Background: an optimization exercise with open tools, aiming at small area, a short achievable clock period and few clock cycles per item. Do not read the settings as production practice.
The RTL was checked by simulation tests, not by an equivalence proof against the original design.

## exp/nickel
// mod_mul64_module
module mod_mul64_module
#(
    parameter A_WIDTH = 64,
    parameter B_WIDTH = 64,
    parameter N_WIDTH = 64
)
(
    input clk,
    input rst,
    input start,
    input [A_WIDTH-1:0] A,
    input [B_WIDTH-1:0] B,
    input [N_WIDTH-1:0] N,
    output [N_WIDTH-1:0] P,
    output done
);
For scale: about 280 flip-flops, ~260 I/O pins, about 18000 um2 of cells after synthesis.
Settings: LEC_CHECK=0, CAP_MARGIN=20, CORE_MARGIN=2, CORE_UTILIZATION=40, CTS_BUF_LIST=sky130_fd_sc_hd__clkbuf_4 sky130_fd_sc_hd__clkbuf_8, SETUP_SLACK_MARGIN=3.0, SLEW_MARGIN=20, TNS_END_PERCENT=10, BUFFER_PORTS_ARGS=-buffer_cell sky130_fd_sc_hd__buf_1, CTS_ARGS=-sink_clustering_enable -repair_clock_nets -dont_use_dummy_load -sink_clustering_size 14 -sink_clustering_max_diameter 70 -buf_list {sky130_fd_sc_hd__clkbuf_4 sky130_fd_sc_hd__clkbuf_8}; clock period 6.0 ns.
standard.sh (not shown) runs the stock make flow with config.mk's settings and CLKGATE_MAP_FILE= SYNTH_SCRIPT=/design/flow/synth_recipe.tcl, a recipe that flattens the netlist after the stock synthesis.
==> flow/flow/run.sh <==
#!/bin/bash
# The standard layout (the standard.sh) with two changes:
#  - plain buf_1 cells as the port buffers instead of clkdlybuf4s50_1;
#  - clock tree synthesis without dummy loads (same arguments as the
#    standard flow otherwise).
# The make output goes to standard.log; ORFS keeps each step's log under
# orfs/logs.
set -e
cat >> config.mk <<'CFG'
export BUFFER_PORTS_ARGS = -buffer_cell sky130_fd_sc_hd__buf_1
export CTS_ARGS = -sink_clustering_enable -repair_clock_nets -dont_use_dummy_load -sink_clustering_size 14 -sink_clustering_max_diameter 70 -buf_list {sky130_fd_sc_hd__clkbuf_4 sky130_fd_sc_hd__clkbuf_8}
CFG
bash standard.sh > standard.log 2>&1
Testbench counts of exp/nickel, summed over its fixed seeds: cycles 14,291, ops 192.
[inputs] exp/delta vs exp/nickel
- SETUP_SLACK_MARGIN: 3.0 -> 3.4
- The via count reported for exp/delta is higher than the one for exp/nickel.
Changes in exp/zinc relative to exp/delta:
- a change of TNS_END_PERCENT from 10 to 3
- a change of SETUP_SLACK_MARGIN from 3.4 to 3.0
==> run summary <==
- Changes observed in exp/zinc relative to exp/delta: proportion of cell area occupied by registers now sits higher; global-route wire length before repair now sits lower; total routing resource utilization after global routing now sits lower; setup slack of the critical path after layout now sits lower.
- On exp/zinc: met1 capacity usage during global routing is 0.21 points lower than what exp/delta gave.
- Changes observed in exp/zinc relative to exp/delta: detailed-route DRC error count barely changed.
Input-level comparison between exp/quartz and exp/zinc:
- a deleted TNS_END_PERCENT that had been 3
Notes after the runs:
Between exp/quartz and exp/zinc, the final critical path time including I/O delays and setup is higher for exp/zinc.
The first-pass GRT wire length reported for exp/quartz is smaller than that of exp/zinc by 1.5%.
exp/quartz against exp/zinc: final core area utilization shows an increase of 1.0 points, wire length reported by the detailed router shows an increase of 0.57%, total area of sequential cells shows an increase of 0.36%.
exp/quartz and exp/zinc ended up with nearly the same fraction of area in clock buffers and inverters.

* * *

## run a
mod_mul64_module, a different RTL version from the one above (not shown whole).
Size: ~260 I/O pins.
export LEC_CHECK = 0
export CAP_MARGIN = 20
export CORE_MARGIN = 2
export CORE_UTILIZATION = 40
export CTS_BUF_LIST = sky130_fd_sc_hd__clkbuf_4 sky130_fd_sc_hd__clkbuf_8
export SETUP_SLACK_MARGIN = 2.7
export SLEW_MARGIN = 20
export TNS_END_PERCENT = 3
export BUFFER_PORTS_ARGS = -buffer_cell sky130_fd_sc_hd__buf_1
export CTS_ARGS = -sink_clustering_enable -repair_clock_nets -dont_use_dummy_load -sink_clustering_size 14 -sink_clustering_max_diameter 70 -buf_list {sky130_fd_sc_hd__clkbuf_4 sky130_fd_sc_hd__clkbuf_8}
create_clock -name core_clock -period 6.0 [get_ports {clk}]
==> flow/flow/run.sh <==
#!/bin/bash
# The standard layout (the standard.sh) with two changes:
#  - plain buf_1 cells as the port buffers instead of clkdlybuf4s50_1;
#  - clock tree synthesis without dummy loads, with sink clusters of at most
#    14 flip-flops within 70 um (the standard flow's arguments otherwise).
# The make output goes to standard.log; ORFS keeps each step's log under
# orfs/logs.
set -e
cat >> config.mk <<'CFG'
export BUFFER_PORTS_ARGS = -buffer_cell sky130_fd_sc_hd__buf_1
export CTS_ARGS = -sink_clustering_enable -repair_clock_nets -dont_use_dummy_load -sink_clustering_size 14 -sink_clustering_max_diameter 70 -buf_list {sky130_fd_sc_hd__clkbuf_4 sky130_fd_sc_hd__clkbuf_8}
CFG
bash standard.sh > standard.log 2>&1
Run a finished all stages; the layout is clean.
Testbench counts of run a, summed over its fixed seeds: cycles 14,291, ops 192.
For run b, these inputs were changed with respect to run a:
--- a/flow/flow/run.sh
+++ b/flow/flow/run.sh
@@ -3,4 +3,4 @@
 #  - plain buf_1 cells as the port buffers instead of clkdlybuf4s50_1;
-#  - clock tree synthesis without dummy loads, with sink clusters of at most
-#    14 flip-flops within 70 um (the standard flow's arguments otherwise).
+#  - clock tree synthesis without dummy loads (same arguments as the
+#    standard flow otherwise).
 # The make output goes to standard.log; ORFS keeps each step's log under
--- a/flow/config.mk
+++ b/flow/config.mk
@@ -11,5 +11,4 @@
 export CTS_BUF_LIST = sky130_fd_sc_hd__clkbuf_4 sky130_fd_sc_hd__clkbuf_8
-export SETUP_SLACK_MARGIN = 2.7
+export SETUP_SLACK_MARGIN = 3.0
 export SLEW_MARGIN = 20
-export TNS_END_PERCENT = 3
 export BUFFER_PORTS_ARGS = -buffer_cell sky130_fd_sc_hd__buf_1
==> comparison <==
- Critical path endpoint = u4[5]$_DFF_P_: run b; critical path endpoint = q_a1$_DFF_PP0_: run a
- Compared with run a, run b shows a register-to-register slack that is 0.13 ns higher.

==> separate check: timing with driven ports <==
No port has a modelled driver above. Below, the same layouts with a new extraction and two added sets of constraints.
Step 1 sets driving cells, clkbuf_16 on the clock port and buf_2 on the other inputs (assumed; they add their load-dependent delay and slew).
Step 2 also shifts input and output timing later by t, the mid clock arrival at the registers, as if the neighbouring blocks saw the same clock.
Three values: ideal ports, drivers, drivers and shift; two values: the first two.
run	shift t [ns]	slack for setup (ns)	worst hold slack (ns)	cell pins on the clock port's net
exp/nickel	0.639	2.836 / 2.814 / 2.836	0.469 / 0.469 / 0.469	1
exp/delta	0.639	2.892 / 2.892 / 2.892	0.470 / 0.470 / 0.470	1
exp/zinc	0.639	2.838 / 2.820 / 2.838	0.469 / 0.469 / 0.469	1
exp/quartz	0.625	2.885 / 2.885 / 2.885	0.473 / 0.473 / 0.473	1
run a	0.639	2.617 / 2.617 / 2.617	0.462 / 0.462 / 0.462	1
run b	0.650	2.745 / 2.745 / 2.745	0.478 / 0.478 / 0.478	1
After both steps every run listed still meets setup and hold.
